What follows belongs to an exercise in optimizing a design on an open flow for small area and a short achievable clock period; a production flow would make more cautious choices.
In this exercise RTL edits were held to simulation tests only and were not proved equivalent to the original.
No activity file was given, so power comes from the tool's default toggle rates.

==> flow/design.v <==
module output_timing#(
  parameter HFP_WIDTH=8,
  parameter HSW_WIDTH=4,
  parameter HBP_WIDTH=8,
  parameter HACTIVE_WIDTH=16,
  parameter DATA_WIDTH=8,
  parameter VFP_WIDTH=8,
  parameter VSW_WIDTH=4,
  parameter VBP_WIDTH=8,
  parameter VACTIVE_WIDTH=16
)(
  input                       clk,
  input                       rst_n,
  input                       sync_en,
  input                       hpol_i,
  input [HFP_WIDTH-1:0]       hfp_i,
  input [HSW_WIDTH-1:0]       hsw_i,
  input [HBP_WIDTH-1:0]       hbp_i,
  input [HACTIVE_WIDTH-1:0]   hactive_i,
  input [VFP_WIDTH-1:0]       vfp_i,
  input [VSW_WIDTH-1:0]       vsw_i,
  input [VBP_WIDTH-1:0]       vbp_i,
  input [VACTIVE_WIDTH-1:0]   vactive_i,
  input [DATA_WIDTH-1:0]      datar_i,
  input [DATA_WIDTH-1:0]      datag_i,
  input [DATA_WIDTH-1:0]      datab_i,
  output [DATA_WIDTH-1:0]     datar_o,
  output [DATA_WIDTH-1:0]     datag_o,
  output [DATA_WIDTH-1:0]     datab_o,
  output                      hsync_o,
  output                      vsync_o,
  output                      de_o
);
localparam [1:0] FP = 2'd0, SW = 2'd1, BP = 2'd2, POST = 2'd3;
localparam [1:0] PRE = 2'd0, ACT = 2'd1, END = 2'd2, UNR = 2'd3;
function [7:0] csa;
  input [7:0] fp;
  input [3:0] sw;
  input [7:0] bp;
  begin
    csa = {fp[3:0] ^ bp[3:0] ^ sw,
           (fp[3:0] & bp[3:0]) | (fp[3:0] & sw) | (bp[3:0] & sw)};
  end
endfunction
function eqk;
  input [7:0] sk;
  input [5:0] c;
  reg   [5:0] x, y, g;
  begin
    x   = {2'b00, sk[7:4]};
    y   = {1'b0, sk[3:0], 1'b0};
    g   = (x & y) | ((x | y) & ~c);
    eqk = ((x ^ y ^ c) == {g[4:0], 1'b0});
  end
endfunction
function [4:0] wrapinfo;
  input [7:0] fp;
  input [3:0] sw;
  input [7:0] bp;
  reg   [7:0] sk;
  reg   [3:0] s, k;
  reg         g1, g2, g3, t2, t3, c3;
  begin
    sk = csa(fp, sw, bp);
    s  = sk[7:4];
    k  = sk[3:0];
    g1 = s[1] & k[0];
    g2 = s[2] & k[1];
    g3 = s[3] & k[2];
    t2 = s[2] | k[1];
    t3 = s[3] | k[2];
    c3 = g2 | (t2 & g1);
    wrapinfo = {(&fp[7:4]) & (&bp[7:4]) & k[3] & (g3 | (t3 & c3)),
                s[3] ^ k[2] ^ c3, s[2] ^ k[1] ^ g1, s[1] ^ k[0], s[0]};
  end
endfunction
wire hfp_z = ~|hfp_i;
wire hsw_z = ~|hsw_i;
wire hbp_z = ~|hbp_i;
wire hfp_1 = (hfp_i == 8'd1);
wire hsw_1 = (hsw_i == 4'd1);
wire hbp_1 = (hbp_i == 8'd1);
wire hfp_2 = (hfp_i == 8'd2);
wire hsw_2 = (hsw_i == 4'd2);
wire hbp_2 = (hbp_i == 8'd2);
wire ha_z  = ~|hactive_i;
wire ha_1  = (hactive_i == 16'd1);
wire ha_2  = (hactive_i == 16'd2);
wire [4:0] hwi = wrapinfo(hfp_i, hsw_i, hbp_i);
wire [7:0] hcs = csa(hfp_i, hsw_i, hbp_i);
wire       hff = (&hfp_i[7:4]) & (&hbp_i[7:4]);
reg       hw_r, hc0_r, hc1_r, ha_zr, ha_1r, ha_2r, hpfp_r, hpsw_r;
reg [3:0] hcw_r;
always @(posedge clk) begin
  hw_r   <= hwi[4];
  hcw_r  <= hwi[3:0];
  hc0_r  <= (hff & eqk(hcs, 6'd32)) | (hfp_z & hsw_z & hbp_z);
  hc1_r  <= (hff & eqk(hcs, 6'd33)) | (hfp_1 & hsw_z & hbp_z) | (hfp_z & hsw_1 & hbp_z)
          | (hfp_z & hsw_z & hbp_1);
  ha_zr  <= ha_z;
  ha_1r  <= ha_1;
  ha_2r  <= ha_2;
  hpfp_r <= hsw_z & hbp_z;
  hpsw_r <= hbp_z;
end
wire [1:0] he0_p = hc0_r ? (ha_zr ? END : ACT) : PRE;
wire       he0_l = hc0_r ? ha_1r : (hcw_r == 4'd1);
wire [1:0] he1_p = hc0_r ? ((ha_zr | ha_1r) ? END : ACT)
                 : hc1_r ? (ha_zr ? END : ACT) : PRE;
wire       he1_l = hc0_r ? ha_2r : hc1_r ? ha_1r : (hcw_r == 4'd2);
wire       he1_3 = !hc1_r;      
reg [1:0] hsp_r;
reg [7:0] hsk_r;     
reg       hsl_r;     
wire [1:0] hp0   = !hfp_z ? FP : !hsw_z ? SW : !hbp_z ? BP : POST;
wire [1:0] hp0n  = !hfp_z ? (!hsw_z ? SW : !hbp_z ? BP : POST)
                 : !hsw_z ? (!hbp_z ? BP : POST) : POST;
wire       hl0_1 = !hfp_z ? hfp_1 : !hsw_z ? hsw_1 : hbp_1;
wire       hl0_2 = !hfp_z ? hfp_2 : !hsw_z ? hsw_2 : hbp_2;
wire       hl0n1 = !hfp_z ? (!hsw_z ? hsw_1 : hbp_1) : hbp_1;
wire [1:0] hp1   = hl0_1 ? hp0n : hp0;
wire       hs1_3 = !hl0_1;
wire       hs1_l = hl0_1 ? hl0n1 : hl0_2;
wire [1:0] hsn = (hsp_r == FP) ? (!hsw_z ? SW : !hbp_z ? BP : POST)
               : (hsp_r == SW) ? (!hbp_z ? BP : POST) : POST;
wire       hsn_1 = (hsp_r == FP) ? (!hsw_z ? hsw_1 : hbp_1) : hbp_1;
wire       hsa_post = (hsp_r == POST)
                    | (hsl_r & ((hsp_r == BP) | ((hsp_r == FP) & hpfp_r) | ((hsp_r == SW) & hpsw_r)));
wire [7:0] hs_len = (hsp_r == FP) ? hfp_i : (hsp_r == SW) ? {4'd0, hsw_i} : hbp_i;
reg [1:0]  hep_r;
reg [15:0] hke_r;    
reg        hel_r;
wire        hunr  = (hep_r == UNR);
wire [1:0]  he_p  = hunr ? he1_p : hep_r;
wire        he_l  = hunr ? he1_l : hel_r;
wire [15:0] he_k  = {hke_r[15:2], hke_r[1] | hunr, hke_r[0] | (hunr & he1_3)};
wire h_reach_c = hw_r ? he_l : hsa_post;
wire h_at_end  = (he_p == END);
wire h_end     = ((he_p == ACT) & he_l) | ((he_p == PRE) & h_reach_c & ha_zr);
always @(posedge clk) begin
  if (!rst_n | h_at_end) begin
    hsp_r <= hp1;
    hsk_r <= {6'd1, hs1_3};
    hsl_r <= hs1_l;
  end else if (!sync_en) begin
    hsp_r <= hp0;
    hsk_r <= 8'd2;
    hsl_r <= hl0_1;
  end else if (hsl_r) begin
    hsp_r <= hsn;
    hsk_r <= 8'd2;
    hsl_r <= hsn_1;
  end else begin
    hsk_r <= hsk_r + 8'd1;
    hsl_r <= (hsk_r == hs_len);
  end
end
always @(posedge clk) begin
  if (!rst_n) begin
    hep_r <= UNR;
    hke_r <= 16'd0;
  end else if (h_at_end) begin
    hep_r <= he1_p;
    hke_r <= {15'd1, he1_3};
    hel_r <= he1_l;
  end else if (!sync_en) begin
    hep_r <= he0_p;
    hke_r <= 16'd2;
    hel_r <= he0_l;
  end else if ((he_p == PRE) & h_reach_c) begin
    hep_r <= ha_zr ? END : ACT;
    hke_r <= 16'd2;
    hel_r <= ha_1r;
  end else if ((he_p == ACT) & he_l) begin
    hep_r <= END;
  end else begin
    hep_r <= he_p;
    hke_r <= he_k + 16'd1;
    hel_r <= (he_p == PRE) ? (he_k[3:0] == hcw_r) : (he_k == hactive_i);
  end
end
reg hsync_r, de_r;
always @(posedge clk) begin
  hsync_r <= rst_n & sync_en & (hsp_r == SW);
  de_r    <= rst_n & sync_en & (he_p == ACT);
end
assign hsync_o = hsync_r;
assign de_o    = de_r;
wire vfp_z = ~|vfp_i;
wire vsw_z = ~|vsw_i;
wire vbp_z = ~|vbp_i;
wire vfp_1 = (vfp_i == 8'd1);
wire vsw_1 = (vsw_i == 4'd1);
wire vbp_1 = (vbp_i == 8'd1);
wire va_z  = ~|vactive_i;
wire va_1  = (vactive_i == 16'd1);
wire [1:0] vp0   = !vfp_z ? FP : !vsw_z ? SW : !vbp_z ? BP : POST;
wire       vl0_1 = !vfp_z ? vfp_1 : !vsw_z ? vsw_1 : vbp_1;
wire [4:0] vwi = wrapinfo(vfp_i, vsw_i, vbp_i);
wire [7:0] vcs = csa(vfp_i, vsw_i, vbp_i);
wire       vff = (&vfp_i[7:4]) & (&vbp_i[7:4]);
reg       vw_r, vc0_r, va_zr, va_1r, vpfp_r, vpsw_r, vl0_1r;
reg [1:0] vp0_r;
reg [3:0] vcw_r;
always @(posedge clk) begin
  vw_r   <= vwi[4];
  vcw_r  <= vwi[3:0];
  vc0_r  <= (vff & eqk(vcs, 6'd32)) | (vfp_z & vsw_z & vbp_z);
  va_zr  <= va_z;
  va_1r  <= va_1;
  vpfp_r <= vsw_z & vbp_z;
  vpsw_r <= vbp_z;
  vp0_r  <= vp0;
  vl0_1r <= vl0_1;
end
wire [1:0] ve0_p = vc0_r ? (va_zr ? END : ACT) : PRE;
wire       ve0_l = vc0_r ? va_1r : (vcw_r == 4'd1);
reg [1:0] vsp_r;
reg [7:0] vsk_r;
reg       vsl_r;
wire       vunr  = (vep_r == UNR);
wire [1:0] vsp_e = vunr ? vp0_r : vsp_r;
wire       vsl_e = vunr ? vl0_1r : vsl_r;
wire [7:0] vsk_e = {vsk_r[7:2], vsk_r[1] | vunr, vsk_r[0]};
wire [1:0] vsn = (vsp_e == FP) ? (!vsw_z ? SW : !vbp_z ? BP : POST)
               : (vsp_e == SW) ? (!vbp_z ? BP : POST) : POST;
wire       vsn_1 = (vsp_e == FP) ? (!vsw_z ? vsw_1 : vbp_1) : vbp_1;
wire       vsa_post = (vsp_e == POST)
                    | (vsl_e & ((vsp_e == BP) | ((vsp_e == FP) & vpfp_r) | ((vsp_e == SW) & vpsw_r)));
wire [7:0] vs_len = (vsp_e == FP) ? vfp_i : (vsp_e == SW) ? {4'd0, vsw_i} : vbp_i;
reg [1:0]  vep_r;
reg [15:0] vke_r;
reg        vel_r;
wire [1:0]  ve_p  = vunr ? ve0_p : vep_r;
wire        ve_l  = vunr ? ve0_l : vel_r;
wire [15:0] ve_k  = {vke_r[15:2], vke_r[1] | vunr, vke_r[0]};
wire v_reach_c = vw_r ? ve_l : vsa_post;
wire v_last    = (ve_p == END) | ((ve_p == ACT) & ve_l)
               | ((ve_p == PRE) & v_reach_c & va_zr);
always @(posedge clk) begin
  if (!rst_n | v_last) begin
    vsk_r <= 8'd0;
  end else if (h_end) begin
    if (vsl_e) begin
      vsp_r <= vsn;
      vsk_r <= 8'd2;
      vsl_r <= vsn_1;
    end else begin
      vsp_r <= vsp_e;
      vsk_r <= vsk_e + 8'd1;
      vsl_r <= (vsk_e == vs_len);
    end
  end
end
always @(posedge clk) begin
  if (!rst_n) begin
    vep_r <= UNR;
    vke_r <= 16'd0;
  end else if (v_last) begin
    vep_r <= UNR;
    vke_r <= 16'd0;
  end else if (h_end) begin
    if ((ve_p == PRE) & v_reach_c) begin
      vep_r <= ACT;
      vke_r <= 16'd2;
      vel_r <= va_1r;
    end else begin
      vep_r <= ve_p;
      vke_r <= ve_k + 16'd1;
      vel_r <= (ve_p == PRE) ? (ve_k[3:0] == vcw_r) : (ve_k == vactive_i);
    end
  end
end
reg vsync_r;
always @(posedge clk) begin
  vsync_r <= rst_n & (vw_r ? (vsp_e != FP) : ((vsp_e == SW) | (ve_p == ACT)));
end
assign vsync_o = vsync_r;
reg [DATA_WIDTH-1:0] datar_r;
reg [DATA_WIDTH-1:0] datag_r;
reg [DATA_WIDTH-1:0] datab_r;
always @(posedge clk) begin
  if (!rst_n) begin
    datar_r <= {DATA_WIDTH{1'b0}};
    datag_r <= {DATA_WIDTH{1'b0}};
    datab_r <= {DATA_WIDTH{1'b0}};
  end else begin
    datar_r <= datar_i;
    datag_r <= datag_i;
    datab_r <= datab_i;
  end
end
assign datar_o = datar_r;
assign datag_o = datag_r;
assign datab_o = datab_r;
endmodule
==> flow/flow/run.sh <==
#!/bin/bash
# Standard ORFS layout, with plain buf_2 cells as the port buffers instead of
# the default delay-buffer cells, and timing repair aiming at 5.2 ns of setup
# slack.  Each tool's log is under orfs/logs/; make's output is in flow_make.log.
set -euo pipefail
bash standard.sh "BUFFER_PORTS_ARGS=-buffer_cell sky130_fd_sc_hd__buf_2" SETUP_SLACK_MARGIN=5.2 finish > flow_make.log 2>&1
==> flow/standard.sh <==
#!/bin/bash
# synth_recipe.tcl (not shown) runs the flow's synth.tcl, then flattens the netlist and writes it again
# the make line also repeats each setting of config.mk as NAME=value (left out here)
make -C /OpenROAD-flow-scripts/flow DESIGN_CONFIG=/design/flow/config.mk WORK_HOME=/design/flow/orfs CLKGATE_MAP_FILE= SYNTH_SCRIPT=/design/flow/synth_recipe.tcl "${@:-finish}"
==> flow/config.mk <==
export PLATFORM = sky130hd
export DESIGN_NAME = output_timing
export DESIGN_NICKNAME = output_timing
export VERILOG_FILES = /design/flow/design.v
export SDC_FILE = /design/flow/constraint.sdc
export NUM_CORES = 4
export LEC_CHECK = 0
export CAP_MARGIN = 20
export CORE_MARGIN = 2
export CORE_UTILIZATION = 40
export SLEW_MARGIN = 20
==> flow/constraint.sdc <==
create_clock -name core_clock -period 8.0 [get_ports {clk}]
set_input_delay 1.6000 -clock core_clock [delete_from_list [all_inputs] [get_ports {clk}]]
set_output_delay 1.6000 -clock core_clock [all_outputs]
set_load 0.01 [all_outputs]
==> summary.log, run 1 <==
qor: yosys.synthArstFlopShare 0%
qor: timing.final_max_slew_viol_count 0
qor: timing.final.setup.worst_slack 5.05 ns
qor: layout.layout_commonest_cell buf_2
qor: yosys.part_of_the_yosys_area_used_for_sequential_elements 36.9%
qor: global_routing.grt_pass1_wl 24700 um
qor: yosys.synth-compound-area-share 12.0%
qor: floorplan.pin_count 127
qor: yosys.ys_ff_latch 112
qor: route.initialDrtViolationCount 231
qor: floorplan.die_width 129 um
qor: timing.maxSlewHeadroom 46.9%
qor: floorplan.initial_core_util 41.1%
qor: yosys.synth.mux.area_fraction 2.98%
qor: layout.area_growth 27.7%
qor: timing.grt_setup_unrepaired yes
qor: timing.clock_skew 0.00913 ns
qor: yosys.synthFlopType dfxtp_1
qor: worst_setup_path.rr_endpoint vel_r$_DFFE_PP_
qor: pwr.vdd.ir_drop.worst 117 uV
qor: floorplan.die_y 129 um
qor: route.avgViaCountPerCell 5.24
qor: cts.worst_skew_pair.late_latency 0.36 ns
qor: route.route.vias.total 5489
qor: placement.placement.setup.worst_slack 4.45 ns
qor: cts.htree_num_levels 3
qor: worst_hold_path.hold_path.class reg -> reg
qor: layout.fill_cells 1419
qor: route.postRouteAntennaNets 0
qor: worst_setup_path.crit_required 8.30 ns
qor: yosys.dominant_combinational_cell_family_by_area_after_synthesis simple AND/OR/NAND/NOR gates
qor: yosys.synthAdderAreaFrac 7.03%
qor: global_routing.groute.usage.overall 18.3%
qor: worst_setup_path.critPathKind in -> reg
qor: placement.gp_routability_congestion 0.844
qor: worst_setup_path.rr_startpoint vep_r[0]$_SDFFE_PP1P_
qor: route.route.final.wire_length 15200 um
qor: global_routing.number_of_global_route_vias_before_repair 5284
qor: yosys.post_synth_inst_count 707
qor: yosys.synth_top_cell_area_share 33.5%
qor: cts.tritoncts.num_buffers 9
qor: pwr.power_leakage 0.00324 uW
qor: timing.finalSetupViolations 0
qor: layout.antennaDiodeCount 0
qor: timing.tns 0 ns
qor: floorplan.core_region_area 15300 um2
qor: floorplan.std_cell_rows 45
qor: timing.max_clock_freq 339 MHz
qor: cts.cts_tree yes
qor: layout.final-seq-area 2310 um2
qor: route.detail_route.first_pass.iterations 4
qor: layout.drive_gt1_share 27.5%
qor: timing.worst_pin_slew 0.788 ns
qor: cts.cts-root-buf clkbuf_16
qor: yosys.dominant_cell_type_by_area_after_synthesis dfxtp_1
qor: layout.total_area_of_multi_input_combinational_cells 4050 um2
qor: global_routing.antenna_found_initial 0
qor: status.run_status finished clean
qor: worst_setup_path.timing.critical_path.fanout_max 2
qor: cts.clk_transition_reported_paths 0.07 ns
qor: placement.numPortBuffers 125
qor: worst_hold_path.min_delay_path_depth 2
qor: yosys.yosys.area_share.simple 23.6%
qor: placement.dpl.hpwl 11600 um
qor: flow_run.max_cap_violations 0
qor: worst_setup_path.worstSetupEndpointType register
qor: route.routedWlPerCell 14.5 um
qor: yosys.mappedNetlistNets 835
qor: worst_setup_path.critPathLaunchType input port
qor: layout.most-common-layout-cells buf_2, dfxtp_1, nor2_1, xor2_1, xnor2_1
qor: worst_setup_path.ff2ff_setup_slack 5.36 ns
qor: yosys.synthesis.area_per_instance 8.86 um2
qor: worst_setup_path.worstRegToRegCells 7
qor: global_routing.global_route.overflow_total 0
qor: yosys.synth_edf_count 7
qor: global_routing.grt_max_degree 34
qor: yosys.synth-warning-count 1
qor: floorplan.fp.dieArea 16700 um2
qor: layout.finalNetCount 960
qor: timing.final_min_period_over_clock_period 36.8%
qor: cts.clock_tree.buffer_depth 2
qor: cts.numClockSinks 112
qor: worst_hold_path.hold_end vsk_r[1]$_SDFFE_PP0P_
qor: route.drc 0
qor: timing.layout_min_cycle_time 2.95 ns
qor: pwr.power_density 182 nW/um2
qor: worst_setup_path.crit_arrival 3.25 ns
qor: yosys.synth_cell_types 72
qor: yosys.parity_gate_share_of_the_synthesized_area_counting_xor_and_xnor_cells 13.4%
qor: worst_hold_path.hold_path.startpoint vsk_r[1]$_SDFFE_PP0P_
qor: yosys.cell_area_after_synthesis 6270 um2
qor: yosys.synth_area_leaders dfxtp_1, xor2_1, xnor2_1
qor: timing.hold_viol 0
## per-stage QoR
step	instances	utilization (%)	total power [uW]	hold WS [ns]	cell area (um2)
6_report	1048	52.5	1460	0.501	8000
5_1_grt	1048	52.5	1540	0.534	8000
4_1_cts	1040	50.8	1460	0.502	7750
3_5_place_dp	1015	46.7	915	0.492	7130
3_3_place_gp	1015	46.7	907	0.485	7130
2_1_floorplan	707	-	825	0.469	6390
## sequential cells by signal (all words and copies together), names as in the netlist, 2 cells and up
name / flops
vke_r: 16
datab_r: 8
hep_r: 2
vcw_r: 4
vsp_r: 2
datar_r: 8
hsp_r: 2
datag_r: 8
hcw_r: 4
hsk_r: 8
vep_r: 2
vsk_r: 8
vp0_r: 2
hke_r: 16
## cells by family (layout without fill, tap and decap cells)
| group | count (synthesis) | count (layout) |
|---|---|---|
| AOI/OAI and AO/OA | 112 | 112 |
| xor gates and xnor gates | 96 | 96 |
| adders and majority gates | 28 | 28 |
| and+or+nand+nor | 279 | 279 |
| DFF | 112 | 112 |
| muxes | 17 | 17 |
| buffers and inverters | 63 | 193 |
## final cells by class
type	count	area share, %
Multi-Input combinational cell	532	50.6
Sequential cell	112	28.9
Timing Repair Buffer	142	11.1
Clock buffer	11	3.30
Tap cell	211	3.30
Inverter	35	1.80
Clock inverter	5	1.02
## worst max-delay path: stages
cell and delay (ns):
buf_8 0.10, fa_1 0.50, ha_2 0.20, fa_2 0.33, fa_2 0.52
## repair_timing
action | CTS | global route
endpoints found under the setup margin | 15 | 23
cloned | 0 | 0
hold buffers | 0 | 0
setup buffers | 9 | 8
pin swaps | 23 | 26
gates resized for setup | 52 | 41
## cell usage after synthesis (12+ instances only)
cell type  number
dfxtp_1       105
nor2_1         73
xor2_1         58
xnor2_1        38
inv_1          35
nand2_1        35
and2_1         32
o21ai_0        28
a21oi_1        27
nor4_1         25
nand4_1        23
nand3_1        21
nor3_1         17
clkbuf_1       16
ha_1           16
mux2i_1        13
fa_1           12
## how the worst max path moves through the flow
stage	slack (ns)	startpoint	cells after the start	endpoint
3_5_place_dp	4.45	hfp_i[3]	8	hc1_r$_DFF_P_
5_1_grt	5.03	hsw_i[2]	7	hcw_r[3]$_DFF_P_
3_3_place_gp	4.46	hfp_i[3]	8	hc1_r$_DFF_P_
2_1_floorplan	4.83	hfp_i[1]	6	hcw_r[3]$_DFF_P_
6_report	5.05	vsw_i[1]	5	vcw_r[3]$_DFF_P_
4_1_cts	5.06	hsw_i[3]	8	hc1_r$_DFF_P_
## per-layer routing
layer / share of wire, % / routed length (um) / GRT usage, % / up-vias
li1: - / - / - / 2733
met1: 44 / 6630 / 22.1 / 2623
met2: 52 / 7870 / 32.7 / 118
met3: 3.6 / 543 / 4.13 / 15
met4: 1.1 / 174 / 4.92 / 0
met5: 0 / 0 / 0 / -
## report_power, final
| group | total, uW | internal (uW) | switching (uW) |
|---|---|---|---|
| Sequential | 622 | 595 | 26.9 |
| Combinational | 325 | 148 | 177 |
| Clock | 509 | 304 | 205 |
| Total | 1460 | 1050 | 409 |
==> run 2: changes to the inputs <==
--- a/flow/config.mk
+++ b/flow/config.mk
@@ -7,5 +7,5 @@
 export LEC_CHECK = 0
 export CAP_MARGIN = 20
 export CORE_MARGIN = 2
-export CORE_UTILIZATION = 40
+export CORE_UTILIZATION = 60
 export SLEW_MARGIN = 20
==> run 2 against run 1 <==
  * Final cell count is 7.0% lower
  * Sequential share of layout area is 1.3 points higher
  * Clock-buffer cell count is 2 higher
  * Setup slack better by 0.0052 ns
  * Die area is 32% lower
  * Fmax is 0.18% higher
  * Area after synthesis stayed put
  * Total power is 13% lower
  * Register-to-register slack better by 0.09 ns
  * Synthesized cell count stayed put
  * Routed wire length is 4.0% lower
  * Worst hold slack better by 0.0056 ns
  * Highest routed layer unchanged
==> summary.log, run 2 <==
qor: status.run_status finished clean
qor: floorplan.die_width 106 um [-18%]
qor: yosys.library_cell_with_the_highest_instance_count_after_synthesis dfxtp_1
qor: cts.clk_transition_reported_paths 0.10 ns [+0.03 ns]
qor: cts.cts_tree yes
qor: layout.largest_regs hke_r: 16 flops, vke_r: 16 flops
qor: route.drc 0 [unchanged]
qor: yosys.part_of_the_yosys_area_used_for_sequential_elements 36.9% [unchanged]
qor: yosys.synthArstFlopShare 0% [unchanged]
qor: timing.tns 0 ns [unchanged]
qor: timing.final_max_slew_viol_count 0 [unchanged]
qor: worst_setup_path.worstRegToRegCells 7 [unchanged]
qor: global_routing.antenna_found_initial 0 [unchanged]
qor: yosys.synth_cell_types 72 [unchanged]
qor: yosys.post_synth_inst_count 707 [unchanged]
qor: route.detail_route.first_pass.iterations 5 [+1]
qor: yosys.synth_edf_count 7 [unchanged]
qor: cts.worst_skew_pair.late_latency 0.37 ns [about the same]
qor: pwr.power_leakage 0.00316 uW [-2.5%]
qor: yosys.mappedNetlistNets 835 [unchanged]
qor: worst_setup_path.crit_top_cell fa_2
qor: timing.final_min_period_over_clock_period 36.8% [-0.065 points]
qor: route.route.final.wire_length 14600 um [-4.0%]
qor: route.route.vias.total 5581 [+1.7%]
qor: timing.worst_pin_slew 0.770 ns [-0.0181 ns]
qor: worst_setup_path.critPathKind in -> reg
qor: yosys.cell_area_after_synthesis 6270 um2 [unchanged]
qor: layout.layout_commonest_cell buf_2
qor: timing.grt_setup_unrepaired yes
qor: pwr.power_density 165 nW/um2 [-9.3%]
qor: route.initialDrtViolationCount 315 [+36%]
qor: worst_setup_path.setup.worst_path.start vsw_i[1]
qor: layout.drive_gt1_share 26.3% [-1.1 points]
qor: worst_hold_path.min_delay_path_depth 2 [unchanged]
qor: cts.cts-root-buf clkbuf_8
qor: timing.max_clock_freq 340 MHz [+0.18%]
qor: timing.layout_min_cycle_time 2.94 ns [-0.00523 ns]
qor: pwr.vdd.ir_drop.worst 102 uV [-12%]
qor: global_routing.global_route.overflow_total 0 [unchanged]
qor: worst_hold_path.hold_path.class reg -> reg
qor: route.routedWlPerCell 15.0 um [+3.2%]
qor: yosys.synthesis.area_per_instance 8.86 um2 [unchanged]
qor: yosys.synth_top_cell_area_share 33.5% [unchanged]
qor: layout.antennaDiodeCount 0 [unchanged]
qor: yosys.yosys-top-cells-count dfxtp_1, nor2_1, xor2_1, xnor2_1
qor: worst_setup_path.crit_required 8.32 ns [+0.02 ns]
qor: global_routing.grt_pass1_wl 23100 um [-6.4%]
qor: route.postRouteAntennaNets 0 [unchanged]
qor: placement.numPortBuffers 125 [unchanged]
qor: cts.tritoncts.num_buffers 9 [unchanged]
qor: worst_setup_path.timing.critical_path.slowest_cell_delay 0.52 ns [about the same]
qor: timing.finalSetupViolations 0 [unchanged]
qor: timing.hold_viol 0 [unchanged]
qor: timing.maxSlewHeadroom 48.1% [+1.2 points]
qor: cts.htree_num_levels 3 [unchanged]
qor: yosys.synthFlopType dfxtp_1
qor: floorplan.pin_count 127 [unchanged]
qor: layout.most-common-layout-cells buf_2, dfxtp_1, nor2_1, xor2_1, xnor2_1
qor: cts.holdBufCountCts 0 [unchanged]
qor: placement.dpl.hpwl 10500 um [-9.2%]
qor: yosys.ys_ff_latch 112 [unchanged]
qor: timing.clock_skew 0.00853 ns [-0.000601 ns]
qor: layout.area_growth 22.1%
qor: worst_setup_path.crit_chain buf_6, fa_1, ha_2, fa_2, fa_2
qor: cts.clock_tree.buffer_depth 2 [unchanged]
qor: floorplan.die_y 106 um [-18%]
qor: worst_setup_path.worstSetupEndpointType register
qor: yosys.synth_area_leaders dfxtp_1, xor2_1, xnor2_1
qor: floorplan.initial_core_util 61.2% [+20 points]
qor: yosys.dominant_cell_type_by_area_after_synthesis dfxtp_1
qor: global_routing.number_of_global_route_vias_before_repair 5160 [-2.3%]
qor: floorplan.fp.dieArea 11300 um2 [-32%]
qor: global_routing.grt_max_degree 34 [unchanged]
qor: layout.post-route-util 74.8% [+22 points]
qor: worst_setup_path.critPathLaunchType input port
qor: worst_setup_path.crit_arrival 3.26 ns [about the same]
qor: placement.gp_routability_congestion 0.929 [+10%]
qor: route.avgViaCountPerCell 5.72 [+9.3%]
qor: yosys.synth-warning-count 1 [unchanged]
qor: flow_run.max_cap_violations 0 [unchanged]
qor: floorplan.std_cell_rows 37 [-18%]
qor: floorplan.core_region_area 10200 um2 [-33%]
qor: global_routing.groute.usage.overall 24.8% [+6.5 points]
qor: worst_hold_path.hold_path.startpoint vsk_r[1]$_SDFFE_PP0P_
qor: worst_setup_path.critPathSlowestCell fa_2
qor: worst_setup_path.rr_startpoint vep_r[1]$_SDFFE_PP1P_
qor: cts.numClockSinks 112 [unchanged]
qor: layout.finalNetCount 962 [+0.21%]
qor: worst_setup_path.timing.critical_path.fanout_max 3 [+1]
run 2: critical path, delay by kind of cell:
family	cells	cell delay [ns]
fa+ha+maj	4	1.56
buf+inv	1	0.10
run 2: cells by family after synthesis:
| group | Yosys count | synth area share, % |
|---|---|---|
| and+or+nand+nor | 279 | 23.6 |
| xor gates and xnor gates | 96 | 13.4 |
| buffers and inverters | 63 | 3.99 |
| adders and majority gates | 28 | 7.03 |
| AOI/OAI and AO/OA | 112 | 12.0 |
| DFF | 112 | 36.9 |
| muxes | 17 | 2.98 |
run 2: metrics by stage:
| stage | power, uW | std cells | hold slack [ns] | cell area, um2 | worst slack [ns] |
|---|---|---|---|---|---|
| floorplan | 825 | 707 | 0.469 | 6390 | 4.83 |
| global placement | 900 | 940 | 0.481 | 7030 | 4.49 |
| detailed placement | 910 | 940 | 0.491 | 7030 | 4.40 |
| CTS | 1250 | 962 | 0.507 | 7410 | 5.02 |
| global route | 1320 | 975 | 0.548 | 7650 | 5.04 |
| finish | 1260 | 975 | 0.507 | 7650 | 5.06 |
run 2: repair_timing:
action / CTS / global route
buffers inserted: 6 / 13
hold endpoints to repair: 0 / 0
pin swaps: 13 / 22
resized for setup: 39 / 34
endpoints found under the setup margin: 11 / 25
run 2: path summary, 6_finish.rpt:
| check | slack [ns] | endpoint |
|---|---|---|
| max | 5.06 | vcw_r[3]$_DFF_P_ |
| min | 0.51 | vsk_r[1]$_SDFFE_PP0P_ |
| max reg2reg | 5.45 | vel_r$_DFFE_PP_ |
| min reg2reg | 0.51 | vsk_r[1]$_SDFFE_PP0P_ |
run 2: where the power goes:
| part | internal [uW] | switching [uW] | total (uW) | leakage, uW |
|---|---|---|---|---|
| combinational | 143 | 174 | 316 | 0.00214 |
| sequential | 595 | 26.4 | 621 | 0.000928 |
| clock | 142 | 182 | 324 | 0.0000952 |
| total | 880 | 382 | 1260 | 0.00316 |
run 2: routing by layer:
metal  track usage (%)  vias up  part of all wire, %
met5                 0        -                    0
met4              7.05        0                  1.3
met3              4.78       21                  6.0
met2              43.2      209                   49
met1              31.3     2618                   44
li1                  -     2733                    -
run 2: layout make-up:
type                            count  area [um2]
Clock buffer                       13         170
Tap cell                          136         170
Fill cell                         768        2580
Multi-Input combinational cell    532        3950
Sequential cell                   112        2310
Timing Repair Buffer              144         886
Inverter                           35         144
Clock inverter                      3        21.3
==> run 3: changes to the inputs <==
==> flow/flow/run.sh (replaced) <==
#!/bin/bash
# Standard ORFS layout, with plain buf_1 cells as the port buffers instead of
# the default delay-buffer cells, and timing repair aiming at 5.2 ns of setup
# slack.  Each tool's log is under orfs/logs/; make's output is in flow_make.log.
set -euo pipefail
bash standard.sh "BUFFER_PORTS_ARGS=-buffer_cell sky130_fd_sc_hd__buf_1" SETUP_SLACK_MARGIN=5.2 finish > flow_make.log 2>&1
==> run 3 against run 2 <==
  * Area after synthesis unchanged
  * First-iteration DRC count down 22%
  * Clock skew up 0.0025 ns
  * Critical endpoint unchanged
  * Highest routed layer unchanged
==> summary.log, run 3 <==
qor: layout.layout_commonest_cell dfxtp_1
qor: route.postRouteAntennaNets 0 [unchanged]
qor: floorplan.die_y 106 um [unchanged]
qor: yosys.synthArstFlopShare 0% [unchanged]
qor: pwr.vdd.ir_drop.worst 99.1 uV [-3.0%]
qor: timing.max_clock_freq 338 MHz [-0.50%]
qor: yosys.parity_gate_share_of_the_synthesized_area_counting_xor_and_xnor_cells 13.4% [unchanged]
qor: global_routing.number_of_global_route_vias_before_repair 5303 [+2.8%]
qor: layout.largest_regs hke_r: 16 flops, vke_r: 16 flops
qor: yosys.dominant_combinational_cell_family_by_area_after_synthesis simple AND/OR/NAND/NOR gates
qor: cts.tritoncts.num_buffers 9 [unchanged]
qor: pwr.power_leakage 0.00289 uW [-8.5%]
qor: layout.final-seq-area 2310 um2 [unchanged]
qor: cts.clk_transition_reported_paths 0.10 ns [about the same]
qor: cts.holdBufCountCts 0 [unchanged]
qor: worst_setup_path.crit_required 8.32 ns [about the same]
qor: yosys.synth.mux.area_fraction 2.98% [unchanged]
qor: timing.maxSlewHeadroom 45.2% [-2.9 points]
qor: worst_setup_path.rr_startpoint hc0_r$_DFF_P_
qor: yosys.mappedNetlistNets 835 [unchanged]
qor: yosys.dominant_cell_type_by_area_after_synthesis dfxtp_1
qor: worst_setup_path.timing.critical_path.slowest_cell_delay 0.54 ns [+0.02 ns]
qor: timing.final_max_slew_viol_count 0 [unchanged]
qor: route.initialDrtViolationCount 245 [-22%]
qor: cts.worst_skew_pair.late_latency 0.39 ns [+0.02 ns]
qor: timing.grt_setup_unrepaired yes
qor: placement.gp_routability_congestion 0.895 [-3.6%]
qor: pwr.sum_of_internal_switching_and_leakage_power 1340 uW [+6.2%]
qor: global_routing.groute.usage.overall 26.3% [+1.5 points]
qor: layout.total_area_of_multi_input_combinational_cells 3930 um2 [-0.54%]
qor: route.drc 0 [unchanged]
qor: yosys.synth_edf_count 7 [unchanged]
qor: worst_setup_path.critical_path.endpoint vcw_r[3]$_DFF_P_
qor: flow_run.max_cap_violations 0 [unchanged]
qor: yosys.synth_top_cell_area_share 33.5% [unchanged]
qor: worst_setup_path.crit_arrival 3.28 ns [+0.02 ns]
qor: yosys.synth_cell_types 72 [unchanged]
qor: placement.dpl.hpwl 10400 um [-1.0%]
qor: layout.drive_gt1_share 14.0% [-12 points]
qor: yosys.synthAdderAreaFrac 7.03% [unchanged]
qor: worst_setup_path.setup.worst_path.start vbp_i[1]
qor: worst_hold_path.min_delay_path_depth 2 [unchanged]
qor: cts.cts_tree yes
qor: yosys.yosys.area_share.simple 23.6% [unchanged]
qor: cts.clock_tree.buffer_depth 2 [unchanged]
qor: cts.htree_num_levels 3 [unchanged]
qor: yosys.cell_area_after_synthesis 6270 um2 [unchanged]
qor: global_routing.antenna_found_initial 0 [unchanged]
qor: layout.layout.cell_area.non_filler 7580 um2 [-0.85%]
qor: pwr.power_density 177 nW/um2 [+7.2%]
qor: timing.hold_viol 0 [unchanged]
qor: layout.fill_cells 764 [-0.52%]
qor: floorplan.initial_core_util 61.2% [unchanged]
qor: route.detail_route.first_pass.iterations 4 [-1]
qor: route.avgViaCountPerCell 5.65 [-1.2%]
qor: floorplan.core_region_area 10200 um2 [unchanged]
qor: global_routing.grt_pass1_wl 24200 um [+4.9%]
qor: floorplan.die_width 106 um [unchanged]
qor: yosys.yosys-top-cells-count dfxtp_1, nor2_1, xor2_1, xnor2_1
qor: floorplan.fp.dieArea 11300 um2 [unchanged]
qor: timing.layout_min_cycle_time 2.96 ns [+0.0148 ns]
qor: status.run_status finished clean
qor: worst_setup_path.worstRegToRegCells 6 [-1]
qor: yosys.synth-warning-count 1 [unchanged]
qor: layout.area_growth 21.0%
qor: yosys.post_synth_inst_count 707 [unchanged]
qor: yosys.part_of_the_yosys_area_used_for_sequential_elements 36.9% [unchanged]
qor: placement.numPortBuffers 125 [unchanged]
qor: timing.worst_pin_slew 0.811 ns [+0.0406 ns]
qor: global_routing.global_route.overflow_total 0 [unchanged]
qor: worst_hold_path.hold_path.class reg -> reg
qor: route.route.final.wire_length 14700 um [+0.47%]
qor: yosys.synthesis.area_per_instance 8.86 um2 [unchanged]
qor: worst_setup_path.critPathSlowestCell fa_2
qor: placement.dpl-instance-area 6880 um2 [-2.2%]
qor: cts.cts-root-buf clkbuf_8
qor: worst_setup_path.rr_endpoint vel_r$_DFFE_PP_
qor: worst_setup_path.critPathKind in -> reg
qor: floorplan.std_cell_rows 37 [unchanged]
qor: layout.finalNetCount 966 [+0.42%]
qor: worst_setup_path.ff2ff_setup_slack 5.44 ns [about the same]
qor: timing.finalSetupViolations 0 [unchanged]
qor: timing.final_min_period_over_clock_period 37.0% [+0.19 points]
qor: timing.smallest_hold_slack 0.505 ns [-0.00175 ns]
qor: yosys.synthFlopType dfxtp_1
qor: yosys.library_cell_with_the_highest_instance_count_after_synthesis dfxtp_1
qor: layout.antennaDiodeCount 0 [unchanged]
qor: timing.tns 0 ns [unchanged]
qor: worst_setup_path.timing.critical_path.fanout_max 2 [-1]
qor: worst_setup_path.crit_top_cell fa_2
qor: worst_setup_path.crit_chain buf_8, fa_1, ha_2, fa_2, fa_2
qor: global_routing.grt_max_degree 34 [unchanged]
qor: yosys.synth_area_leaders dfxtp_1, xor2_1, xnor2_1
qor: cts.numClockSinks 112 [unchanged]
qor: route.route.vias.total 5534 [-0.84%]
qor: timing.clock_skew 0.0111 ns [+0.00253 ns]
qor: yosys.ys_ff_latch 112 [unchanged]
qor: layout.most-common-layout-cells dfxtp_1, buf_1, nor2_1, xor2_1, xnor2_1
qor: worst_setup_path.critPathLaunchType input port
qor: floorplan.pin_count 127 [unchanged]
qor: worst_setup_path.worstSetupEndpointType register
qor: route.routedWlPerCell 15.0 um [about the same]
qor: yosys.synth-compound-area-share 12.0% [unchanged]
run 3: repair_timing:
action / 4_1_cts / 5_1_grt
setup buffers: 11 / 12
gates resized for setup: 58 / 37
endpoints found under the setup margin: 65 / 27
pin swaps: 14 / 19
run 3: routing by layer:
metal | vias up | share of wire (%) | track usage (%)
li1 | 2736 | - | -
met1 | 2622 | 45 | 33.6
met2 | 153 | 49 | 45.1
met3 | 23 | 4.7 | 4.84
met4 | 0 | 1.5 | 8.65
met5 | - | 0 | 0
run 3: cell families (layout without fill, tap and decap cells):
group / count (synthesis) / in the layout
AND/OR/NAND/NOR: 279 / 279
AO/OA/AOI/OAI: 112 / 112
flip-flops: 112 / 112
XOR/XNOR: 96 / 96
buffers and inverters: 63 / 199
adder cells (fa/ha/maj): 28 / 28
multiplexers: 17 / 17
run 3: how the worst min path moves through the flow:
stage                          startpoint                     to  slack (ns)
floorplan           vsk_r[7]$_SDFFE_PP0P_  vsk_r[7]$_SDFFE_PP0P_        0.47
global placement    vsk_r[7]$_SDFFE_PP0P_  vsk_r[7]$_SDFFE_PP0P_        0.48
detailed placement  vsk_r[7]$_SDFFE_PP0P_  vsk_r[7]$_SDFFE_PP0P_        0.49
CTS                 vsk_r[7]$_SDFFE_PP0P_  vsk_r[7]$_SDFFE_PP0P_        0.50
global route        vsk_r[1]$_SDFFE_PP0P_  vsk_r[1]$_SDFFE_PP0P_        0.53
finish              vsk_r[7]$_SDFFE_PP0P_  vsk_r[7]$_SDFFE_PP0P_        0.51
run 3: worst max-delay path: cells and delay by family:
| family | cells | cell delay [ns] |
|---|---|---|
| fa+ha+maj | 4 | 1.58 |
| buf+inv | 1 | 0.10 |
run 3: power breakdown:
group          internal (uW)  switching, uW  total, uW
Sequential               595           27.2        622
Combinational            134            171        305
Clock                    218            196        413
Total                    947            394       1340
run 3: layout make-up:
class	instances	share of cell area, %
clock buffers	10	1.81
flip-flops and latches	112	30.5
repair buffers	148	10.3
clock inverters	6	1.48
multi-input cells	532	51.7
well taps	136	2.24
inverters	35	1.90
run 3: stage by stage:
stage / worst slack (ns) / std cells / util [%]
2_1_floorplan: 4.83 / 707 / -
3_3_place_gp: 4.25 / 940 / 67.2
3_5_place_dp: 4.18 / 940 / 67.2
4_1_cts: 5.06 / 967 / 72.0
5_1_grt: 5.04 / 979 / 74.1
6_report: 5.04 / 979 / 74.1
==> run 4: changes to the inputs <==
--- a/flow/config.mk
+++ b/flow/config.mk
@@ -7,5 +7,5 @@
 export LEC_CHECK = 0
 export CAP_MARGIN = 20
 export CORE_MARGIN = 2
-export CORE_UTILIZATION = 60
+export CORE_UTILIZATION = 65
 export SLEW_MARGIN = 20
==> run 4 against run 3 <==
  * Clock-buffer cell count decreased by 1
  * Via count increased by 0.70%
  * Non-clock buffer count shrank 8
  * Largest power group unchanged
  * Core utilization is 6.5 points higher
  * Still clean on timing, DRC and antenna
==> summary.log, run 4 <==
qor: status.run_status finished clean
qor: placement.dpl-instance-area 6870 um2 [-0.13%]
qor: cts.holdBufCountCts 0 [unchanged]
qor: route.postRouteAntennaNets 0 [unchanged]
qor: cts.worst_skew_pair.late_latency 0.39 ns [about the same]
qor: cts.tritoncts.num_buffers 9 [unchanged]
qor: worst_setup_path.crit_required 8.29 ns [-0.03 ns]
qor: yosys.part_of_the_yosys_area_used_for_sequential_elements 36.9% [unchanged]
qor: placement.numPortBuffers 125 [unchanged]
qor: layout.layout.cell_area.non_filler 7490 um2 [-1.3%]
qor: route.initialDrtViolationCount 274 [+12%]
qor: route.detail_route.first_pass.iterations 5 [+1]
qor: worst_setup_path.critPathLaunchType input port
qor: worst_setup_path.timing.critical_path.fanout_max 3 [+1]
qor: route.avgViaCountPerCell 5.78 [+2.3%]
qor: timing.clock_skew 0.0140 ns [+0.00294 ns]
qor: route.route.vias.total 5573 [+0.70%]
qor: floorplan.initial_core_util 67.5% [+6.2 points]
qor: cts.clk_transition_reported_paths 0.11 ns [about the same]
qor: timing.final_min_period_over_clock_period 37.0% [about the same]
qor: timing.maxSlewHeadroom 45.3% [+0.15 points]
qor: cts.numClockSinks 112 [unchanged]
qor: worst_setup_path.critical_path.endpoint hc1_r$_DFF_P_
qor: floorplan.pin_count 127 [unchanged]
qor: yosys.library_cell_with_the_highest_instance_count_after_synthesis dfxtp_1
qor: worst_setup_path.worstRegToRegCells 7 [+1]
qor: yosys.synthArstFlopShare 0% [unchanged]
qor: layout.total_area_of_multi_input_combinational_cells 3980 um2 [+1.3%]
qor: worst_setup_path.rr_startpoint hc0_r$_DFF_P_
qor: global_routing.antenna_found_initial 0 [unchanged]
qor: placement.gp_routability_congestion 0.918 [+2.6%]
qor: yosys.synth-warning-count 1 [unchanged]
qor: layout.layout_commonest_cell buf_1
qor: floorplan.core_region_area 9280 um2 [-9.3%]
qor: floorplan.fp.dieArea 10400 um2 [-7.4%]
qor: cts.htree_num_levels 3 [unchanged]
qor: layout.area_growth 19.5%
qor: route.routedWlPerCell 15.6 um [+4.1%]
qor: placement.dpl.hpwl 10600 um [+1.4%]
qor: floorplan.die_y 102 um [-3.8%]
qor: yosys.synth_edf_count 7 [unchanged]
qor: timing.max_clock_freq 338 MHz [about the same]
qor: cts.cts_tree yes
qor: worst_setup_path.crit_arrival 3.25 ns [-0.03 ns]
qor: timing.final.setup.worst_slack 5.04 ns [-0.000680 ns]
qor: layout.final-seq-area 2310 um2 [unchanged]
qor: yosys.mappedNetlistNets 835 [unchanged]
qor: yosys.cell_area_after_synthesis 6270 um2 [unchanged]
qor: pwr.power_density 170 nW/um2 [-3.9%]
qor: timing.hold_viol 0 [unchanged]
qor: yosys.synth_cell_types 72 [unchanged]
qor: timing.final_max_slew_viol_count 0 [unchanged]
qor: layout.finalNetCount 958 [-0.83%]
qor: yosys.dominant_cell_type_by_area_after_synthesis dfxtp_1
qor: timing.finalSetupViolations 0 [unchanged]
qor: timing.grt_setup_unrepaired yes
qor: layout.most-common-layout-cells buf_1, dfxtp_1, nor2_1, xor2_1, xnor2_1
qor: global_routing.grt_pass1_wl 23600 um [-2.8%]
qor: worst_hold_path.hold_path.class reg -> reg
qor: global_routing.number_of_global_route_vias_before_repair 5200 [-1.9%]
qor: yosys.synthFlopType dfxtp_1
qor: layout.antennaDiodeCount 0 [unchanged]
qor: timing.worst_pin_slew 0.812 ns [+0.000654 ns]
qor: yosys.synth_top_cell_area_share 33.5% [unchanged]
qor: flow_run.max_cap_violations 0 [unchanged]
qor: global_routing.groute.usage.overall 28.1% [+1.8 points]
qor: floorplan.std_cell_rows 35 [-5.4%]
qor: yosys.ys_ff_latch 112 [unchanged]
qor: yosys.synthesis.area_per_instance 8.86 um2 [unchanged]
qor: route.route.final.wire_length 15000 um [+2.5%]
qor: worst_setup_path.critPathKind in -> reg
qor: worst_setup_path.worstSetupEndpointType register
qor: pwr.power_leakage 0.00282 uW [-2.5%]
qor: layout.fill_cells 634 [-17%]
qor: global_routing.grt_max_degree 34 [unchanged]
qor: pwr.vdd.ir_drop.worst 148 uV [+49%]
qor: cts.cts-root-buf clkbuf_8
qor: yosys.synth_area_leaders dfxtp_1, xor2_1, xnor2_1
qor: worst_setup_path.rr_endpoint vsk_r[3]$_SDFFE_PP0P_
qor: worst_setup_path.setup.worst_path.start hsw_i[2]
qor: placement.placement.setup.worst_slack 4.19 ns [+0.0135 ns]
qor: timing.smallest_hold_slack 0.502 ns [-0.00294 ns]
qor: layout.largest_regs hke_r: 16 flops, vke_r: 16 flops
qor: yosys.post_synth_inst_count 707 [unchanged]
qor: global_routing.global_route.overflow_total 0 [unchanged]
qor: layout.drive_gt1_share 13.3% [-0.70 points]
qor: yosys.yosys-top-cells-count dfxtp_1, nor2_1, xor2_1, xnor2_1
qor: pwr.sum_of_internal_switching_and_leakage_power 1270 uW [-5.1%]
qor: cts.clock_tree.buffer_depth 2 [unchanged]
qor: worst_setup_path.ff2ff_setup_slack 5.36 ns [-0.08 ns]
qor: timing.layout_min_cycle_time 2.96 ns [+0.000680 ns]
qor: timing.tns 0 ns [unchanged]
qor: floorplan.die_width 102 um [-3.8%]
qor: route.drc 0 [unchanged]
==> run 4: cell counts after synthesis <==
No cell type changed its count.
==> run 4: worst min-delay path by stage <==
stage                     startpoint                     to  slack [ns]  cells after the start
6_report       vsk_r[1]$_SDFFE_PP0P_  vsk_r[1]$_SDFFE_PP0P_        0.50                      2
5_1_grt        vke_r[1]$_SDFFE_PP0P_  vke_r[1]$_SDFFE_PP0P_        0.56                      2
4_1_cts        vsk_r[1]$_SDFFE_PP0P_  vsk_r[1]$_SDFFE_PP0P_        0.50                      2
3_5_place_dp   vsk_r[1]$_SDFFE_PP0P_  vsk_r[1]$_SDFFE_PP0P_        0.49                      2
3_3_place_gp   vsk_r[7]$_SDFFE_PP0P_  vsk_r[7]$_SDFFE_PP0P_        0.48                      2
2_1_floorplan  vsk_r[7]$_SDFFE_PP0P_  vsk_r[7]$_SDFFE_PP0P_        0.47                      2
==> run 4: metrics by stage <==
stage | std cells | util, %
floorplan | 707 | -
finish | 964 | 80.7
global route | 964 | 80.7
CTS | 956 | 78.4
global placement | 933 | 74.0
detailed placement | 933 | 74.0
==> run 4: report_power, final <==
group | total [uW] | switching (uW) | internal [uW]
Combinational | 316 | 179 | 137
Clock | 335 | 210 | 124
Sequential | 622 | 26.8 | 595
Total | 1270 | 417 | 856
==> run 4: cell families (layout without fill, tap and decap cells) <==
family / after synthesis / in the layout / synth area share [%]
mux: 17 / 17 / 2.98
fa+ha+maj: 28 / 28 / 7.03
compound gates: 112 / 112 / 12.0
simple gates: 279 / 279 / 23.6
buf+inv: 63 / 191 / 3.99
flops: 112 / 112 / 36.9
xor+xnor: 96 / 96 / 13.4
==> run 4: repair_timing <==
action                                  in CTS  in global routing
pin swaps                                   13                 21
endpoints found under the setup margin      64                 26
setup buffers                                7                  8
gates resized for setup                     60                 30
==> run 4: layout make-up <==
cell class,count,area share (%)
Multi-Input combinational cell,532,53.1
Sequential cell,112,30.9
Tap cell,129,2.16
Inverter,35,1.89
Clock buffer,9,1.65
Timing Repair Buffer,140,9.39
Clock inverter,7,0.936
==> run 4: worst max-delay path, stage by stage <==
cell and delay (ns):
buf_8 0.10, fa_2 0.64, inv_2 0.07, ha_4 0.17, xnor2_4 0.13, nor4_4 0.26
nand3_1 0.17, o41ai_2 0.10
==> run 4: layer usage <==
metal | up-vias | track usage [%] | share of wire (%)
met5 | - | 0 | 0
met4 | 0 | 7.49 | 2.1
met3 | 32 | 5.68 | 5.5
met2 | 213 | 49.2 | 50
met1 | 2607 | 35.5 | 42
li1 | 2721 | - | -
==> run 5: changes to the inputs <==
==> flow/flow/run.sh (replaced) <==
#!/bin/bash
# Standard ORFS layout, with plain buf_2 cells as the port buffers instead of
# the default delay-buffer cells, and timing repair aiming at 5.0 ns of setup
# slack.  Each tool's log is under orfs/logs/; make's output is in flow_make.log.
set -euo pipefail
bash standard.sh "BUFFER_PORTS_ARGS=-buffer_cell sky130_fd_sc_hd__buf_2" SETUP_SLACK_MARGIN=5.0 finish > flow_make.log 2>&1
--- a/flow/config.mk
+++ b/flow/config.mk
@@ -7,5 +7,5 @@
 export LEC_CHECK = 0
 export CAP_MARGIN = 20
 export CORE_MARGIN = 2
-export CORE_UTILIZATION = 65
+export CORE_UTILIZATION = 60
 export SLEW_MARGIN = 20
==> run 5 against run 4 <==
  * Still clean on timing, DRC and antenna
  * Core utilization fell by 8.6 points
  * Cell area fell by 1.6%
  * Routed wire length fell by 2.0%
  * Global-route usage fell by 2.3 points
  * Worst hold slack improved by 0.00061 ns
  * Non-clock buffer count fell by 11
  * Via count fell by 1.6%
  * Synthesized cell count did not move
  * Critical path depth did not move
  * Fmax fell by 2.3%
  * Die area rose by 8.0%
  * Largest power group unchanged
  * Highest routed layer unchanged
==> summary.log, run 5 <==
qor: floorplan.core_region_area 10200 um2 [+10%]
qor: cts.holdBufCountCts 0 [unchanged]
qor: worst_setup_path.critPathKind in -> reg
qor: placement.placement.setup.worst_slack 4.36 ns [+0.163 ns]
qor: layout.antennaDiodeCount 0 [unchanged]
qor: yosys.part_of_the_yosys_area_used_for_sequential_elements 36.9% [unchanged]
qor: timing.grt_setup_unrepaired yes
qor: layout.drive_gt1_share 22.6% [+9.3 points]
qor: pwr.power_leakage 0.00304 uW [+7.9%]
qor: cts.tritoncts.num_buffers 9 [unchanged]
qor: worst_setup_path.timing.critical_path.fanout_max 4 [+1]
qor: route.route.final.wire_length 14700 um [-2.0%]
qor: yosys.synth_cell_types 72 [unchanged]
qor: yosys.ys_ff_latch 112 [unchanged]
qor: global_routing.grt_pass1_wl 23900 um [+1.6%]
qor: yosys.post_synth_inst_count 707 [unchanged]
qor: yosys.synth-warning-count 1 [unchanged]
qor: worst_setup_path.rr_endpoint vsl_r$_DFFE_PP_
qor: yosys.library_cell_with_the_highest_instance_count_after_synthesis dfxtp_1
qor: cts.cts_tree yes
qor: timing.worst_pin_slew 0.758 ns [-0.0539 ns]
qor: worst_setup_path.crit_arrival 3.28 ns [+0.03 ns]
qor: timing.final.setup.worst_slack 4.97 ns [-0.0694 ns]
qor: worst_hold_path.hold_end vsk_r[1]$_SDFFE_PP0P_
qor: layout.finalNetCount 947 [-1.1%]
qor: timing.final_max_slew_viol_count 0 [unchanged]
qor: route.route.vias.total 5484 [-1.6%]
qor: layout.instances_no_fill 960 [-0.41%]
qor: worst_setup_path.rr_startpoint vep_r[0]$_SDFFE_PP1P_
qor: timing.clock_skew 0.0140 ns [+0.0000168 ns]
qor: flow_run.max_cap_violations 0 [unchanged]
qor: timing.layout_min_cycle_time 3.03 ns [+0.0694 ns]
qor: worst_setup_path.crit_required 8.26 ns [-0.03 ns]
qor: cts.clk_transition_reported_paths 0.09 ns [-0.02 ns]
qor: status.run_status finished clean
qor: floorplan.initial_core_util 61.2% [-6.2 points]
qor: yosys.cell_area_after_synthesis 6270 um2 [unchanged]
qor: route.drc 0 [unchanged]
qor: global_routing.groute.usage.overall 25.8% [-2.3 points]
qor: route.initialDrtViolationCount 322 [+18%]
qor: route.detail_route.first_pass.iterations 5 [unchanged]
qor: cts.worst_skew_pair.late_latency 0.37 ns [-0.02 ns]
qor: worst_setup_path.critPathSlowestCell fa_2
qor: yosys.synth_top_cell_area_share 33.5% [unchanged]
qor: floorplan.fp.dieArea 11300 um2 [+8.0%]
qor: timing.hold_viol 0 [unchanged]
qor: pwr.power_density 168 nW/um2 [-1.4%]
qor: cts.numClockSinks 112 [unchanged]
qor: worst_hold_path.min_delay_path_depth 2 [unchanged]
qor: worst_setup_path.worstRegToRegCells 7 [unchanged]
qor: worst_hold_path.hold_path.class reg -> reg
qor: cts.cts-root-buf clkbuf_8
qor: yosys.synthArstFlopShare 0% [unchanged]
qor: yosys.synthFlopType dfxtp_1
qor: layout.largest_regs hke_r: 16 flops, vke_r: 16 flops
qor: timing.max_clock_freq 330 MHz [-2.3%]
qor: floorplan.die_y 106 um [+3.9%]
qor: layout.layout_commonest_cell buf_2
qor: yosys.dominant_cell_type_by_area_after_synthesis dfxtp_1
qor: worst_setup_path.critPathLaunchType input port
qor: timing.maxSlewHeadroom 48.8% [+3.5 points]
qor: placement.gp_routability_congestion 0.933 [+1.6%]
qor: yosys.mappedNetlistNets 835 [unchanged]
qor: floorplan.pin_count 127 [unchanged]
qor: worst_hold_path.hold_path.startpoint vsk_r[1]$_SDFFE_PP0P_
qor: timing.final_min_period_over_clock_period 37.8% [+0.87 points]
qor: pwr.sum_of_internal_switching_and_leakage_power 1230 uW [-3.0%]
qor: route.routedWlPerCell 15.3 um [-1.6%]
qor: timing.finalSetupViolations 0 [unchanged]
qor: route.postRouteAntennaNets 0 [unchanged]
qor: layout.area_growth 17.6%
qor: cts.htree_num_levels 3 [unchanged]
qor: yosys.synth_area_leaders dfxtp_1, xor2_1, xnor2_1
qor: worst_setup_path.worstSetupEndpointType register
qor: layout.most-common-layout-cells buf_2, dfxtp_1, nor2_1, xor2_1, xnor2_1
qor: worst_setup_path.timing.critical_path.slowest_cell_delay 0.61 ns [-0.03 ns]
qor: pwr.vdd.ir_drop.worst 86.4 uV [-42%]
qor: global_routing.grt_max_degree 34 [unchanged]
qor: worst_setup_path.timing.critical_path.buf_inv 2 [unchanged]
qor: cts.clock_tree.buffer_depth 2 [unchanged]
qor: placement.dp.cells 940 [+0.75%]
qor: worst_setup_path.crit_chain buf_8, inv_4, fa_2, ha_4, xnor2_4, nor4_4, nand3_1, o41ai_2
qor: worst_setup_path.critical-path-top-delay-family adder cells
qor: global_routing.antenna_found_initial 0 [unchanged]
qor: route.avgViaCountPerCell 5.71 [-1.2%]
qor: floorplan.std_cell_rows 37 [+5.7%]
qor: yosys.synth_edf_count 7 [unchanged]
qor: global_routing.number_of_global_route_vias_before_repair 5310 [+2.1%]
qor: global_routing.global_route.overflow_total 0 [unchanged]
qor: worst_setup_path.ff2ff_setup_slack 5.16 ns [-0.20 ns]
qor: placement.dpl.hpwl 11000 um [+3.8%]
qor: placement.numPortBuffers 125 [unchanged]
qor: yosys.yosys-top-cells-count dfxtp_1, nor2_1, xor2_1, xnor2_1
qor: yosys.synthesis.area_per_instance 8.86 um2 [unchanged]
qor: floorplan.die_width 106 um [+3.9%]
qor: timing.tns 0 ns [unchanged]
==> run 5: cell counts after synthesis <==
Identical to the previous run, type by type.
==> run 5: logic make-up after synthesis <==
kind of cell    after synthesis  share of synthesized area, %
xor+xnor                     96                          13.4
compound gates              112                          12.0
fa+ha+maj                    28                          7.03
simple gates                279                          23.6
flops                       112                          36.9
buf+inv                      63                          3.99
mux                          17                          2.98
==> run 5: how the worst max path moves through the flow <==
stage,start,slack [ns],cells past startpoint,endpoint
floorplan,hfp_i[1],4.83,6,hcw_r[3]$_DFF_P_
global placement,hfp_i[3],4.48,8,hc1_r$_DFF_P_
detailed placement,hfp_i[3],4.36,8,hc1_r$_DFF_P_
CTS,hbp_i[2],4.99,8,hc1_r$_DFF_P_
global route,hsw_i[3],4.91,8,hc1_r$_DFF_P_
finish,hsw_i[3],4.97,8,hc1_r$_DFF_P_
==> run 5: timing repair <==
action / in CTS / in global routing
resized for setup: 12 / 25
setup buffers: 2 / 2
endpoints found under the setup margin: 6 / 11
pin swaps: 6 / 12
==> run 5: report_power, final <==
| part | internal [uW] | switching (uW) |
|---|---|---|
| clock | 115 | 190 |
| sequential | 595 | 29.1 |
| combinational | 136 | 169 |
==> run 5: final cells by class <==
class                      instances  area (um2)
timing repair buffer             129         691
inverter                          35         141
multi-input combinational        532        3880
clock buffer                      10         128
clock inverter                     6        43.8
sequential                       112        2310
tap                              136         170
fill                             795        2860
==> run 5: worst register-to-register path, cell delays in order (launching register included) <==
cell and delay, ns:
dfxtp_1 0.54, nand2_4 0.17, mux2i_4 0.45, mux2i_1 0.26
a32oi_1 0.10, o22a_1 0.31, a21o_1 0.33, nor2_1 0.35
==> run 5: per-layer routing <==
layer,vias up,wire length (um),global-route usage [%]
met5,-,0,0
met4,0,252,10.2
met3,24,876,3.92
met2,197,7190,44.3
met1,2570,6400,32.6
li1,2693,-,-
==> run 5: per-stage QoR <==
step,cell area (um2),hold slack (ns),utilization (%)
floorplan,6340,0.469,-
global placement,6990,0.482,68.3
detailed placement,6990,0.488,68.3
CTS,7230,0.503,70.7
global route,7370,0.546,72.0
finish,7370,0.503,72.0
==> run 6: changes to the inputs <==
--- a/flow/config.mk
+++ b/flow/config.mk
@@ -8,4 +8,6 @@
 export CAP_MARGIN = 20
 export CORE_MARGIN = 2
 export CORE_UTILIZATION = 60
+export CTS_BUF_LIST = sky130_fd_sc_hd__clkbuf_8
+export CTS_CLUSTER_SIZE = 30
 export SLEW_MARGIN = 20
==> run 6 against run 5 <==
  * Register-to-register slack is essentially flat
  * Setup slack gained 0.0056 ns
  * Still clean on timing, DRC and antenna
  * Worst hold slack lost 0.00077 ns
  * Flip-flop and latch count is the same
  * Total power is essentially flat
==> summary.log, run 6 <==
qor: status.run_status finished clean
qor: cts.cts_tree yes
qor: yosys.synthFlopType dfxtp_1
qor: cts.htree_num_levels 3 [unchanged]
qor: worst_setup_path.critPathSlowestCell fa_2
qor: yosys.synth-compound-area-share 12.0% [unchanged]
qor: route.drc 0 [unchanged]
qor: cts.clock_tree.buffer_depth 2 [unchanged]
qor: route.route.final.wire_length 14700 um [-0.12%]
qor: layout.area_growth 17.6% [unchanged]
qor: cts.tritoncts.num_buffers 9 [unchanged]
qor: global_routing.number_of_global_route_vias_before_repair 5310 [unchanged]
qor: layout.layout_commonest_cell buf_2
qor: yosys.dominant_cell_type_by_area_after_synthesis dfxtp_1
qor: layout.fill_cells 795 [unchanged]
qor: worst_setup_path.critPathLaunchType input port
qor: yosys.ys_ff_latch 112 [unchanged]
qor: layout.most-common-layout-cells buf_2, dfxtp_1, nor2_1, xor2_1, xnor2_1
qor: global_routing.antenna_found_initial 0 [unchanged]
qor: worst_setup_path.timing.critical_path.fanout_max 4 [unchanged]
qor: route.routedWlPerCell 15.3 um [-0.12%]
qor: timing.final_min_period_over_clock_period 37.8% [-0.069 points]
qor: yosys.synthArstFlopShare 0% [unchanged]
qor: route.route.vias.total 5498 [+0.26%]
qor: floorplan.pin_count 127 [unchanged]
qor: floorplan.die_width 106 um [unchanged]
qor: timing.final.setup.worst_slack 4.98 ns [+0.00555 ns]
qor: route.initialDrtViolationCount 311 [-3.4%]
qor: yosys.synth.mux.area_fraction 2.98% [unchanged]
qor: worst_setup_path.critical-path-top-delay-family adder cells
qor: timing.layout_min_cycle_time 3.02 ns [-0.00555 ns]
qor: floorplan.core_region_area 10200 um2 [unchanged]
qor: yosys.post_synth_inst_count 707 [unchanged]
qor: yosys.synth_edf_count 7 [unchanged]
qor: timing.grt_setup_unrepaired yes
qor: yosys.yosys.area_share.simple 23.6% [unchanged]
qor: placement.dpl.hpwl 11000 um [unchanged]
qor: timing.worst_pin_slew 0.772 ns [+0.0144 ns]
qor: timing.max_clock_freq 331 MHz [+0.18%]
qor: yosys.yosys-top-cells-count dfxtp_1, nor2_1, xor2_1, xnor2_1
qor: yosys.parity_gate_share_of_the_synthesized_area_counting_xor_and_xnor_cells 13.4% [unchanged]
qor: pwr.vdd.ir_drop.worst 86.4 uV [about the same]
qor: yosys.synth-warning-count 1 [unchanged]
qor: yosys.synthesis.area_per_instance 8.86 um2 [unchanged]
qor: worst_setup_path.timing.critical_path.buf_inv 2 [unchanged]
qor: yosys.mappedNetlistNets 835 [unchanged]
qor: worst_setup_path.crit_arrival 3.28 ns [about the same]
qor: cts.cts-root-buf clkbuf_8
qor: worst_setup_path.crit_chain buf_2, fa_2, buf_6, ha_4, xnor2_4, nor4_4, nand3_1, o41ai_2
qor: pwr.power_leakage 0.00304 uW [+0.14%]
qor: worst_setup_path.crit_required 8.26 ns [about the same]
qor: yosys.dominant_combinational_cell_family_by_area_after_synthesis simple AND/OR/NAND/NOR gates
qor: floorplan.die_y 106 um [unchanged]
qor: cts.worst_skew_pair.late_latency 0.38 ns [about the same]
qor: worst_setup_path.critPathKind in -> reg
qor: layout.antennaDiodeCount 0 [unchanged]
qor: timing.hold_viol 0 [unchanged]
qor: flow_run.max_cap_violations 0 [unchanged]
qor: layout.finalNetCount 947 [unchanged]
qor: timing.maxSlewHeadroom 47.8% [-0.98 points]
qor: global_routing.global_route.overflow_total 0 [unchanged]
qor: floorplan.fp.dieArea 11300 um2 [unchanged]
qor: cts.clk_transition_reported_paths 0.09 ns [about the same]
qor: pwr.power_density 167 nW/um2 [about the same]
qor: cts.numClockSinks 112 [unchanged]
qor: timing.finalSetupViolations 0 [unchanged]
qor: floorplan.initial_core_util 61.2% [unchanged]
qor: global_routing.grt_pass1_wl 23900 um [unchanged]
qor: timing.tns 0 ns [unchanged]
qor: route.postRouteAntennaNets 0 [unchanged]
qor: global_routing.groute.usage.overall 25.8% [unchanged]
qor: timing.clock_skew 0.0140 ns [+0.0000144 ns]
qor: placement.numPortBuffers 125 [unchanged]
qor: layout.largest_regs hke_r: 16 flops, vke_r: 16 flops
qor: yosys.part_of_the_yosys_area_used_for_sequential_elements 36.9% [unchanged]
qor: worst_setup_path.timing.critical_path.slowest_cell_delay 0.57 ns [-0.04 ns]
qor: yosys.synth_area_leaders dfxtp_1, xor2_1, xnor2_1
qor: yosys.synthAdderAreaFrac 7.03% [unchanged]
qor: worst_setup_path.worstSetupEndpointType register
qor: placement.placement.setup.worst_slack 4.36 ns [unchanged]
qor: timing.final_max_slew_viol_count 0 [unchanged]
qor: worst_hold_path.hold_path.class reg -> reg
qor: yosys.synth_cell_types 72 [unchanged]
qor: floorplan.std_cell_rows 37 [unchanged]
qor: global_routing.grt_max_degree 34 [unchanged]
qor: layout.drive_gt1_share 22.6% [unchanged]
qor: yosys.synth_top_cell_area_share 33.5% [unchanged]
qor: route.detail_route.first_pass.iterations 5 [unchanged]
qor: placement.gp_routability_congestion 0.933 [unchanged]
qor: route.avgViaCountPerCell 5.73 [+0.26%]
qor: yosys.cell_area_after_synthesis 6270 um2 [unchanged]
qor: yosys.library_cell_with_the_highest_instance_count_after_synthesis dfxtp_1
-- run 6: cell counts after synthesis --
Identical to the previous run, type by type.
-- run 6: stage by stage --
step / instance area, um2 / total power, uW / util, % / cells / hold slack, ns
2_1_floorplan: 6340 / 823 / - / 707 / 0.469
3_3_place_gp: 6990 / 901 / 68.3 / 940 / 0.482
3_5_place_dp: 6990 / 910 / 68.3 / 940 / 0.488
4_1_cts: 7230 / 1220 / 70.7 / 958 / 0.503
5_1_grt: 7370 / 1300 / 72.0 / 960 / 0.546
6_report: 7370 / 1230 / 72.0 / 960 / 0.502
-- run 6: cell type report --
cell class	instances	area [um2]	area share, %
repair buffers	129	691	9.37
inverters	35	141	1.92
clock inverters	7	47.5	0.645
clock buffers	9	124	1.68
multi-input cells	532	3880	52.7
well taps	136	170	2.31
flip-flops and latches	112	2310	31.4
-- run 6: path summary, 6_finish.rpt --
check                                            from                    end  slack [ns]  depth (start not counted)
worst min register to register  vsk_r[1]$_SDFFE_PP0P_  vsk_r[1]$_SDFFE_PP0P_        0.50                          2
worst max-delay path                         hsw_i[2]          hc1_r$_DFF_P_        4.98                          8
worst max register to register  vep_r[0]$_SDFFE_PP1P_        vsl_r$_DFFE_PP_        5.17                          7
worst min-delay path            vsk_r[1]$_SDFFE_PP0P_  vsk_r[1]$_SDFFE_PP0P_        0.50                          2
-- run 6: layer usage --
metal | routed length (um) | up-vias | track usage [%] | share of wire (%)
met5 | 0 | - | 0 | 0
met4 | 255 | 0 | 10.2 | 1.7
met3 | 897 | 23 | 3.92 | 6.1
met2 | 7200 | 215 | 44.3 | 49
met1 | 6360 | 2564 | 32.6 | 43
li1 | - | 2696 | - | -
-- run 6: logic make-up after synthesis --
family          count (synthesis)
xor+xnor                       96
mux                            17
simple gates                  279
fa+ha+maj                      28
buf+inv                        63
flops                         112
compound gates                112
-- run 6: worst register-to-register path: cells and delay by family, from the launching register on --
kind,cells,cell delay [ns]
simple gates,2,0.52
mux,2,0.71
flops,1,0.54
compound gates,3,0.73
-- run 6: timing repair --
item / CTS / global route
endpoints found under the setup margin: 6 / 11
gates resized for setup: 12 / 25
gates cloned: 0 / 0
pin swaps: 6 / 12
endpoints found under the hold margin: 0 / 0
buffers inserted: 2 / 2
hold buffers: 0 / 0
-- run 6: where the power goes --
group | internal (uW) | leakage (uW) | total, uW | switching (uW)
Sequential | 595 | 0.000928 | 624 | 29.0
Clock | 114 | 0.0000928 | 305 | 190
Combinational | 136 | 0.00202 | 305 | 169
Total | 845 | 0.00304 | 1230 | 388

-- separate check: timing with driven ports --
The results above use ideal ports. As a check the final layouts listed here were re-extracted and re-timed, cells and wires unchanged.
Step 1 assumes that a clkbuf_16 drives the clock port and a buf_2 every other input.
Step 2, shift: input delay + t, output delay - t, t = (earliest + latest rising clock arrival at the registers) / 2. This alone moves slack from input paths to output paths.
Slacks: no drivers / after step 1 / after step 2; pairs: no drivers / after step 1.
run	shift t [ns]	slack for setup (ns)
run 1	0.391	5.053 / 5.054 / 4.664
run 2	0.398	5.059 / 5.051 / 4.653
run 3	0.415	5.044 / 5.040 / 4.624
run 4	0.413	5.043 / 5.035 / 4.622
run 5	0.403	4.974 / 4.957 / 4.554
run 6	0.403	4.979 / 4.963 / 4.560
After both steps setup and hold are still met in every run listed.
